Context: an optimization exercise on an open-source flow, tuned for small area. The choices shown serve that exercise and are no tape-out recipe. In this exercise RTL edits were held to simulation tests only and were not proved equivalent to the original.

Setup of old:
==> flow/design.v (excerpt) <==
module fir(clk, din, reset, dout);
input clk;
input signed [7:0] din;
input reset;
output signed [15:0] dout;
reg [7:0] x1;
reg [7:0] x2;
reg [7:0] x3;
reg [7:0] x4;
reg [7:0] x5;
reg [7:0] x6;
reg [7:0] x7;
reg [7:0] x8;
reg [7:0] x9;
reg [7:0] x10;
reg [7:0] x11;
reg [7:0] x12;
wire [1:0] rn, rp;
iv ri0 (.a(reset), .y(rn[0]));
iv rj0 (.a(rn[0]), .y(rp[0]));
iv ri1 (.a(reset), .y(rn[1]));
iv rj1 (.a(rn[1]), .y(rp[1]));
wire [7:0] d1;
an r1 (.a(rn[0]), .b(din[0]), .y(d1[0]));
an r2 (.a(rn[0]), .b(din[1]), .y(d1[1]));
an r3 (.a(rn[0]), .b(din[2]), .y(d1[2]));
an r4 (.a(rn[0]), .b(din[3]), .y(d1[3]));
an r5 (.a(rn[1]), .b(din[4]), .y(d1[4]));
an r6 (.a(rn[1]), .b(din[5]), .y(d1[5]));
an r7 (.a(rn[1]), .b(din[6]), .y(d1[6]));
an r8 (.a(rn[1]), .b(din[7]), .y(d1[7]));
wire [7:0] d2;
nd r9 (.a(rn[0]), .b(x1[0]), .y(d2[0]));
nd r10 (.a(rn[0]), .b(x1[1]), .y(d2[1]));
nd r11 (.a(rn[0]), .b(x1[2]), .y(d2[2]));
nd r12 (.a(rn[0]), .b(x1[3]), .y(d2[3]));
nd r13 (.a(rn[1]), .b(x1[4]), .y(d2[4]));
nd r14 (.a(rn[1]), .b(x1[5]), .y(d2[5]));
nd r15 (.a(rn[1]), .b(x1[6]), .y(d2[6]));
an r16 (.a(rn[1]), .b(x1[7]), .y(d2[7]));
wire [7:0] d3;
nr r17 (.a(rp[0]), .b(x2[0]), .y(d3[0]));
nr r18 (.a(rp[0]), .b(x2[1]), .y(d3[1]));
nr r19 (.a(rp[0]), .b(x2[2]), .y(d3[2]));
nr r20 (.a(rp[0]), .b(x2[3]), .y(d3[3]));
nr r21 (.a(rp[1]), .b(x2[4]), .y(d3[4]));
nr r22 (.a(rp[1]), .b(x2[5]), .y(d3[5]));
nr r23 (.a(rp[1]), .b(x2[6]), .y(d3[6]));
nd r24 (.a(rn[1]), .b(x2[7]), .y(d3[7]));
wire [7:0] d4;
nd r25 (.a(rn[0]), .b(x3[0]), .y(d4[0]));
nd r26 (.a(rn[0]), .b(x3[1]), .y(d4[1]));
nd r27 (.a(rn[0]), .b(x3[2]), .y(d4[2]));
nd r28 (.a(rn[0]), .b(x3[3]), .y(d4[3]));
nd r29 (.a(rn[1]), .b(x3[4]), .y(d4[4]));
nd r30 (.a(rn[1]), .b(x3[5]), .y(d4[5]));
nd r31 (.a(rn[1]), .b(x3[6]), .y(d4[6]));
nr r32 (.a(rp[1]), .b(x3[7]), .y(d4[7]));
wire [7:0] d5;
nr r33 (.a(rp[0]), .b(x4[0]), .y(d5[0]));
nr r34 (.a(rp[0]), .b(x4[1]), .y(d5[1]));
nr r35 (.a(rp[0]), .b(x4[2]), .y(d5[2]));
nr r36 (.a(rp[0]), .b(x4[3]), .y(d5[3]));
nr r37 (.a(rp[1]), .b(x4[4]), .y(d5[4]));
nr r38 (.a(rp[1]), .b(x4[5]), .y(d5[5]));
nr r39 (.a(rp[1]), .b(x4[6]), .y(d5[6]));
nd r40 (.a(rn[1]), .b(x4[7]), .y(d5[7]));
wire [7:0] d6;
nd r41 (.a(rn[0]), .b(x5[0]), .y(d6[0]));
nd r42 (.a(rn[0]), .b(x5[1]), .y(d6[1]));
nd r43 (.a(rn[0]), .b(x5[2]), .y(d6[2]));
nd r44 (.a(rn[0]), .b(x5[3]), .y(d6[3]));
  ...
export LEC_CHECK = 0
export CAP_MARGIN = 20
export CORE_MARGIN = 2
export CORE_UTILIZATION = 60
export CTS_BUF_LIST = sky130_fd_sc_hd__clkbuf_4 sky130_fd_sc_hd__clkbuf_8
export GPL_ROUTABILITY_DRIVEN = 0
export GPL_TIMING_DRIVEN = 0
export PLACE_DENSITY = 0.7
export SETUP_SLACK_MARGIN = -0.15
export SLEW_MARGIN = 20
export SYNTH_HIERARCHICAL = 1
export SYNTH_MINIMUM_KEEP_SIZE = 0
create_clock -name core_clock -period 6.5 [get_ports {clk}]
standard.sh (not shown) runs the stock make flow with config.mk's settings and CLKGATE_MAP_FILE= SYNTH_SCRIPT=/design/flow/synth_recipe.tcl, a recipe that flattens the netlist after the stock synthesis.
==> flow/flow/run.sh <==
#!/bin/bash
# Layout flow: the standard flow (standard.sh, unchanged synthesis), with
# the ports buffered by the smallest buffer and no dummy loads on the clock tree.
set -euo pipefail
bash standard.sh \
  BUFFER_PORTS_ARGS="-buffer_cell sky130_fd_sc_hd__buf_1" \
  CTS_ARGS="-sink_clustering_enable -repair_clock_nets -buf_list {sky130_fd_sc_hd__clkbuf_4 sky130_fd_sc_hd__clkbuf_8} -dont_use_dummy_load" \
  finish > flow.log 2>&1
diff inputs: old => new
- SETUP_SLACK_MARGIN changed from -0.15 to -0.1
[summary]
old → new: sequential share of layout area level; vias after detailed routing level; cell area level. ~same routed wirelength normalized by instance count in old and new. Comparing area growth from synthesis to layout for old and new, the bigger number came from new.

static timing again, ports no longer ideal:
Ports are ideal in the flow. The routed layouts listed here were re-timed in OpenROAD. Step 1 sets driving cells, clkbuf_16 on the clock port and buf_2 on the other inputs (assumed; they add their load-dependent delay and slew). Step 2 also shifts input and output timing later by t, the mid clock arrival at the registers, as if the neighbouring blocks saw the same clock. Slacks: no drivers / after step 1 / after step 2; pairs: no drivers / after step 1.
run | t (ns) | slack for setup (ns) | latest minus earliest clock arrival (ns) | worst slew at a driven data input, ns
old | 0.394 | 0.085 / 0.085 / -0.021 | 0.033 / 0.033 | 0.03
new | 0.394 | 0.109 / 0.109 / -0.022 | 0.034 / 0.034 | 0.03
Met with ideal ports but missed after step 2: setup timing in old and new. The setup slack of new, which loses most, moves by 0.000 ns with the drivers and by -0.131 ns with both steps.
